From an optimization exercise on the open Yosys and OpenROAD flow, aimed at small area; shortcuts taken in it are not production practice. Function was checked by simulation only, so behaviour that the tests miss may differ from the original. No activity file was given, so power comes from the tool's default toggle rates.

==> flow/design.v <==
module fifo_rows #(
  parameter DEPTH = 16,
  parameter WIDTH = 8
)(
  input  logic i_clk,
  input  logic [DEPTH - 1:0] i_hold,
  input  logic [DEPTH - 1:0] i_shift,
  input  logic [DEPTH - 1:0] i_load,
  input  logic [WIDTH - 1:0] i_data,
  output logic [WIDTH - 1:0] o_head
);
  logic [WIDTH - 1:0] mem [DEPTH];
  always_ff @(posedge i_clk) begin: proc_rows
    for (int i = 0; i < DEPTH; i++) begin
      if (i == DEPTH - 1)
        mem[i] <= ~(({WIDTH{i_hold[i]}} & mem[i]) |
                    ({WIDTH{i_load[i]}} & i_data));
      else
        mem[i] <= ~(({WIDTH{i_hold[i]}}  & mem[i]) |
                    ({WIDTH{i_shift[i]}} & mem[i + 1]) |
                    ({WIDTH{i_load[i]}}  & i_data));
    end
  end
  assign o_head = mem[0];
endmodule
module fifo_select (
    input  logic        i_pop,
    input  logic [16:0] i_free,     
    output logic [15:0] o_hold,
    output logic [15:0] o_shift,
    output logic [15:0] o_load
);
    always_comb begin
        for (int i = 0; i < 16; i++) begin
            o_hold[i]  = ~(i_pop | i_free[i]);
            o_shift[i] = ~(~i_pop | i_free[i + 1]);
        end
    end
    fifo_nor nor_load (.i_a(o_hold), .i_b(o_shift), .o_y(o_load));
endmodule
module fifo_nor (
    input  logic [15:0] i_a,
    input  logic [15:0] i_b,
    output logic [15:0] o_y
);
    assign o_y = ~(i_a | i_b);
endmodule
module uart_top(
    input  logic i_clk,
    input  logic i_rst_n,  
    input  logic        i_rx_en,
    input  logic        i_tx_en,
    input  logic [ 1:0] i_width_sel,
    input  logic [ 2:0] i_parity_sel,
    input  logic        i_stop_sel,
    input  logic [23:0] i_baud_rate_value,
    output logic o_tx_fifo_full,
    output logic o_rx_data_avail,
    output logic o_e_overrun_flag,
    output logic o_e_parity_flag,
    output logic o_e_frame_flag,
    input  logic i_load_uart,
    input  logic i_store_uart,
    input  logic i_rx_serial,
    output logic o_tx_serial,
    input  logic [7:0] i_trans_data,
    output logic [7:0] o_receive_data
);
    localparam [2:0] IDLE   = 3'b000,
                     START  = 3'b001,
                     DATA   = 3'b011,
                     PARITY = 3'b111,
                     STOP_I = 3'b110,
                     STOP_II= 3'b100;
    logic [23:0] baud_count_n;
    logic [24:0] baud_ones;    
    logic        baud_tick;
    assign baud_ones[0] = 1'b1;
    for (genvar i = 0; i < 24; i++) begin: g_baud
        assign baud_ones[i + 1] = baud_ones[i] & baud_count_n[i];
    end
    assign baud_tick = &baud_count_n;    
    always_ff @(posedge i_clk) begin: proc_baud
        if (~i_rst_n | baud_tick) baud_count_n <= ~i_baud_rate_value;
        else                      baud_count_n <= baud_count_n ^ baud_ones[23:0];
    end
    logic phase;
    always_ff @(posedge i_clk, negedge i_rst_n) begin: proc_phase
        if (~i_rst_n) phase <= 1'b0;
        else          phase <= ~phase;
    end
    logic [4:0]  rx_count, tx_count;
    logic [16:0] rx_free, tx_free;       
    logic        rx_push, rx_pop, tx_push, tx_pop;
    logic        rx_empty, tx_empty, rx_up, rx_dn, tx_up, tx_dn;
    assign rx_empty        = (rx_count == '0);
    assign tx_empty        = (tx_count == '0);
    assign o_rx_data_avail = ~rx_empty;
    assign o_tx_fifo_full  = tx_count[4];
    assign rx_up = rx_push & ~rx_count[4] & ~(rx_pop & ~rx_empty);
    assign rx_dn = rx_pop & ~rx_empty & ~(rx_push & ~rx_count[4]);
    assign tx_up = tx_push & ~tx_count[4] & ~(tx_pop & ~tx_empty);
    assign tx_dn = tx_pop & ~tx_empty & ~(tx_push & ~tx_count[4]);
    always_ff @(posedge i_clk, negedge i_rst_n) begin: proc_counts
        if (~i_rst_n) begin
            rx_count <= '0;
            tx_count <= '0;
        end else begin
            rx_count <= rx_count + {{4{rx_dn}}, rx_up | rx_dn};
            tx_count <= tx_count + {{4{tx_dn}}, tx_up | tx_dn};
        end
    end
    always_comb begin
        for (int i = 0; i <= 16; i++) begin
            rx_free[i] = (rx_count <= i);
            tx_free[i] = (tx_count <= i);
        end
    end
    logic [15:0] rx_hold, rx_shift, rx_load, tx_hold, tx_shift, tx_load;
    fifo_select rx_select (
        .i_pop(rx_pop),
        .i_free(rx_free),
        .o_hold(rx_hold),
        .o_shift(rx_shift),
        .o_load(rx_load)
    );
    fifo_select tx_select (
        .i_pop(tx_pop),
        .i_free(tx_free),
        .o_hold(tx_hold),
        .o_shift(tx_shift),
        .o_load(tx_load)
    );
    logic [9:0] rx_entry_x, rx_head_x;
    logic [7:0] tx_head_x;
    fifo_rows #(.DEPTH(16), .WIDTH(10)) rx_rows (
        .i_clk(i_clk),
        .i_hold(rx_hold),
        .i_shift(rx_shift),
        .i_load(rx_load),
        .i_data(rx_entry_x),
        .o_head(rx_head_x)
    );
    fifo_rows #(.DEPTH(16), .WIDTH(8)) tx_rows (
        .i_clk(i_clk),
        .i_hold(tx_hold),
        .i_shift(tx_shift),
        .i_load(tx_load),
        .i_data(i_trans_data ^ {8{phase}}),
        .o_head(tx_head_x)
    );
    assign {o_e_frame_flag, o_e_parity_flag, o_receive_data} = rx_head_x ^ {10{phase}};
    assign tx_push = i_store_uart;
    assign rx_pop  = i_load_uart;
    logic [2:0] tx_state, tx_state_n;
    logic [3:0] tx_counter;
    logic [2:0] tx_index;
    logic       tx_xor;
    logic       tx_bit_end, tx_last_bit, tx_data_bit;
    assign tx_bit_end  = baud_tick & (tx_counter == 4'd15);
    assign tx_last_bit = (tx_index == {1'b1, i_width_sel});
    assign tx_data_bit = tx_head_x[tx_index] ^ phase;
    always_comb begin
        tx_state_n = tx_state;
        tx_pop     = 1'b0;
        case (tx_state)
            IDLE:    if (i_tx_en & ~tx_empty) tx_state_n = START;
            START:   if (tx_bit_end) tx_state_n = DATA;
            DATA:    if (tx_bit_end & tx_last_bit) tx_state_n = i_parity_sel[2] ? PARITY : STOP_I;
            PARITY:  if (tx_bit_end) tx_state_n = STOP_I;
            STOP_I:  if (tx_bit_end) begin
                         tx_state_n = i_stop_sel ? STOP_II : IDLE;
                         tx_pop     = ~i_stop_sel;
                     end
            STOP_II: if (tx_bit_end) begin
                         tx_state_n = IDLE;
                         tx_pop     = 1'b1;
                     end
            default: tx_state_n = IDLE;
        endcase
    end
    always_ff @(posedge i_clk, negedge i_rst_n) begin: proc_tx_state
        if (~i_rst_n) tx_state <= IDLE;
        else          tx_state <= tx_state_n;
    end
    always_ff @(posedge i_clk) begin: proc_tx_datapath
        tx_counter <= (tx_state == IDLE) ? 4'd0 : tx_counter + baud_tick;
        tx_index <= (tx_state != DATA) ? 3'd0 : tx_index + tx_bit_end;
        if (tx_state == START)                  tx_xor <= 1'b0;
        else if (tx_state == DATA & tx_bit_end) tx_xor <= tx_xor ^ tx_data_bit;
    end
    always_comb begin: proc_tx_out
        case (tx_state)
            START  : o_tx_serial = 1'b0;
            DATA   : o_tx_serial = tx_data_bit;
            PARITY : o_tx_serial = i_parity_sel[1] ? i_parity_sel[0] : (tx_xor ^ i_parity_sel[0]);
            default: o_tx_serial = 1'b1;
        endcase
    end
    logic rx_buffer_1, rx_buffer_2, rx_in, rx_sync_en;
    assign rx_sync_en = i_rx_en & i_rst_n;
    always_ff @(posedge i_clk) begin: proc_rx_sync
        rx_buffer_1 <= ~rx_sync_en | i_rx_serial;
        rx_buffer_2 <= ~rx_sync_en | rx_buffer_1;
        rx_in       <= ~rx_sync_en | rx_buffer_2;
    end
    logic [2:0] rx_state, rx_state_n;
    logic [3:0] rx_counter;
    logic [2:0] rx_index;
    logic       rx_parity;
    logic [7:0] rx_data_x;    
    logic       rx_bit_end, rx_last_bit;
    assign rx_bit_end  = baud_tick & (rx_counter == 4'd15);
    assign rx_last_bit = (rx_index == {1'b1, i_width_sel});
    always_comb begin
        rx_state_n = rx_state;
        rx_push    = 1'b0;
        case (rx_state)
            IDLE:    if (~rx_buffer_2 & rx_in) rx_state_n = START;
            START:   if (rx_bit_end) rx_state_n = rx_in ? IDLE : DATA;
            DATA:    if (rx_bit_end & rx_last_bit) rx_state_n = i_parity_sel[2] ? PARITY : STOP_I;
            PARITY:  if (rx_bit_end) rx_state_n = STOP_I;
            STOP_I:  if (rx_bit_end) begin
                         rx_state_n = (i_stop_sel & rx_in) ? STOP_II : IDLE;
                         rx_push    = ~i_stop_sel | ~rx_in;
                     end
            STOP_II: if (rx_bit_end) begin
                         rx_state_n = IDLE;
                         rx_push    = 1'b1;
                     end
            default: rx_state_n = IDLE;
        endcase
    end
    always_ff @(posedge i_clk, negedge i_rst_n) begin: proc_rx_state
        if (~i_rst_n) begin
            rx_state         <= IDLE;
            o_e_overrun_flag <= 1'b0;
        end else begin
            rx_state         <= rx_state_n;
            o_e_overrun_flag <= rx_count[4] & (o_e_overrun_flag | rx_push);
        end
    end
    always_ff @(posedge i_clk) begin: proc_rx_datapath
        rx_counter <= (rx_state == IDLE) ? 4'd8 : rx_counter + baud_tick;
        rx_index <= (rx_state != DATA) ? 3'd0 : rx_index + rx_bit_end;
        for (int i = 0; i < 8; i++)
            rx_data_x[i] <= ~((rx_state == DATA & rx_bit_end & rx_index == i) ? (rx_in ^ phase) : rx_data_x[i]);
        if (rx_state == START) rx_parity <= 1'b0;
        else if (rx_bit_end & ((rx_state == DATA & ~i_parity_sel[1]) | rx_state == PARITY))
            rx_parity <= rx_parity ^ rx_in;
    end
    assign rx_entry_x = {~rx_in ^ phase,
                         (i_parity_sel[2] & (rx_parity ^ i_parity_sel[0])) ^ phase,
                         (&i_width_sel) ? rx_data_x[7] : phase,
                         i_width_sel[1] ? rx_data_x[6] : phase,
                         (|i_width_sel) ? rx_data_x[5] : phase,
                         rx_data_x[4:0]};
endmodule
==> flow/config.mk <==
export PLATFORM = sky130hd
export DESIGN_NAME = uart_top
export DESIGN_NICKNAME = uart_top
export VERILOG_FILES = /design/flow/design.v
export SDC_FILE = /design/flow/constraint.sdc
export NUM_CORES = 4
export LEC_CHECK = 0
export CAP_MARGIN = 20
export CORE_MARGIN = 2
export CORE_UTILIZATION = 70
export CTS_CLUSTER_DIAMETER = 100
export CTS_CLUSTER_SIZE = 30
export SLEW_MARGIN = 20
export SYNTH_HIERARCHICAL = 1
==> flow/constraint.sdc <==
create_clock -name core_clock -period 5.0 [get_ports {i_clk}]
set_input_delay 1.0000 -clock core_clock [delete_from_list [all_inputs] [get_ports {i_clk}]]
set_output_delay 1.0000 -clock core_clock [all_outputs]
set_load 0.01 [all_outputs]
standard.sh (not shown) runs the stock make flow with config.mk's settings and CLKGATE_MAP_FILE= SYNTH_SCRIPT=/design/flow/synth_recipe.tcl, a recipe that flattens the netlist after the stock synthesis.
==> flow/flow/run.sh <==
#!/bin/bash
# The standard layout, with:
#  - plain buf_1 cells as the port buffers,
#  - a clock tree of clkbuf_8 cells over clusters of up to 18 flip-flops,
#    a clkbuf_4 root and no dummy loads,
#  - power recovery (downsizing gates on paths with slack) after global
#    routing, followed by another slew/capacitance repair (flow/post_grt.tcl).
set -euo pipefail
HERE=$(cd "$(dirname "$0")" && pwd)
CTS="-sink_clustering_enable -repair_clock_nets -dont_use_dummy_load"
CTS="$CTS -sink_clustering_size 18 -sink_clustering_max_diameter 70"
CTS="$CTS -root_buf sky130_fd_sc_hd__clkbuf_4 -sink_clustering_buffer sky130_fd_sc_hd__clkbuf_8"
bash standard.sh "BUFFER_PORTS_ARGS=-buffer_cell sky130_fd_sc_hd__buf_1" "CTS_ARGS=$CTS" \
  RECOVER_POWER=100 "POST_GLOBAL_ROUTE_TCL=$HERE/post_grt.tcl" finish > orfs_make.log 2>&1
==> flow/flow/post_grt.tcl <==
# Runs at the end of ORFS's global route step (POST_GLOBAL_ROUTE_TCL), after
# power recovery has downsized gates on paths with slack: repair the
# max-slew / max-capacitance limits again, then legalise and reroute the
# nets that changed.
global_route -start_incremental
repair_design_helper
detailed_placement
global_route -end_incremental -congestion_report_file $::env(REPORTS_DIR)/congestion_post_grt_hook.rpt
estimate_parasitics -global_routing
repair_timing_helper
global_route -start_incremental
detailed_placement
global_route -end_incremental -congestion_report_file $::env(REPORTS_DIR)/congestion_post_grt_hook2.rpt
estimate_parasitics -global_routing
write_guides $::env(RESULTS_DIR)/route.guide
==> next run, changes <==
--- a/flow/design.v
+++ b/flow/design.v
@@ -26,4 +26,5 @@
 module fifo_select (
     input  logic        i_pop,
+    input  logic        i_pop_n,    
     input  logic [16:0] i_free,     
     output logic [15:0] o_hold,
@@ -34,5 +35,5 @@
         for (int i = 0; i < 16; i++) begin
             o_hold[i]  = ~(i_pop | i_free[i]);
-            o_shift[i] = ~(~i_pop | i_free[i + 1]);
+            o_shift[i] = ~(i_pop_n | i_free[i + 1]);
         end
     end
@@ -120,4 +121,5 @@
     fifo_select rx_select (
         .i_pop(rx_pop),
+        .i_pop_n(~rx_pop),
         .i_free(rx_free),
         .o_hold(rx_hold),
@@ -127,4 +129,5 @@
     fifo_select tx_select (
         .i_pop(tx_pop),
+        .i_pop_n(~tx_pop),
         .i_free(tx_free),
         .o_hold(tx_hold),
Result:
- via count grows slightly
- routed wire length came out lower slightly
- clock power is about the same
- die area goes up slightly
- hold slack is worse by 0.033 ns
- final area shrinks slightly
- worst setup slack got worse by 0.036 ns
- non-clock buffer count shrinks by 1
- global-route usage fell by 0.49 points
- sequential share of layout area is higher by 0.21 points
- combinational power hardly moves

## what the ideal ports hide
Ports are ideal in the flow. The routed layouts listed here were re-timed in OpenROAD.
Step 1 (the two cells are an assumption about what drives the block):
set clk [get_ports {i_clk}]
set_driving_cell -lib_cell sky130_fd_sc_hd__clkbuf_16 $clk
set_driving_cell -lib_cell sky130_fd_sc_hd__buf_2 [delete_from_list [all_inputs] $clk]
Step 2 adds t to the input delays and takes it off the output delays; t is the mean of the earliest and latest rising clock arrival at the registers after step 1. Input paths then give back, and output paths get back, about the clock's delay inside the block.
Slacks: ideal ports / drivers / drivers and shift; pairs: ideal ports / drivers.
run	shift t [ns]	slack for setup (ns)	clock arrival spread, ns
the first run	0.732	0.312 / 0.312 / 0.312	0.019 / 0.020
the second run	0.722	0.276 / 0.276 / 0.276	0.028 / 0.029
After both steps setup and hold are still met in every run listed.
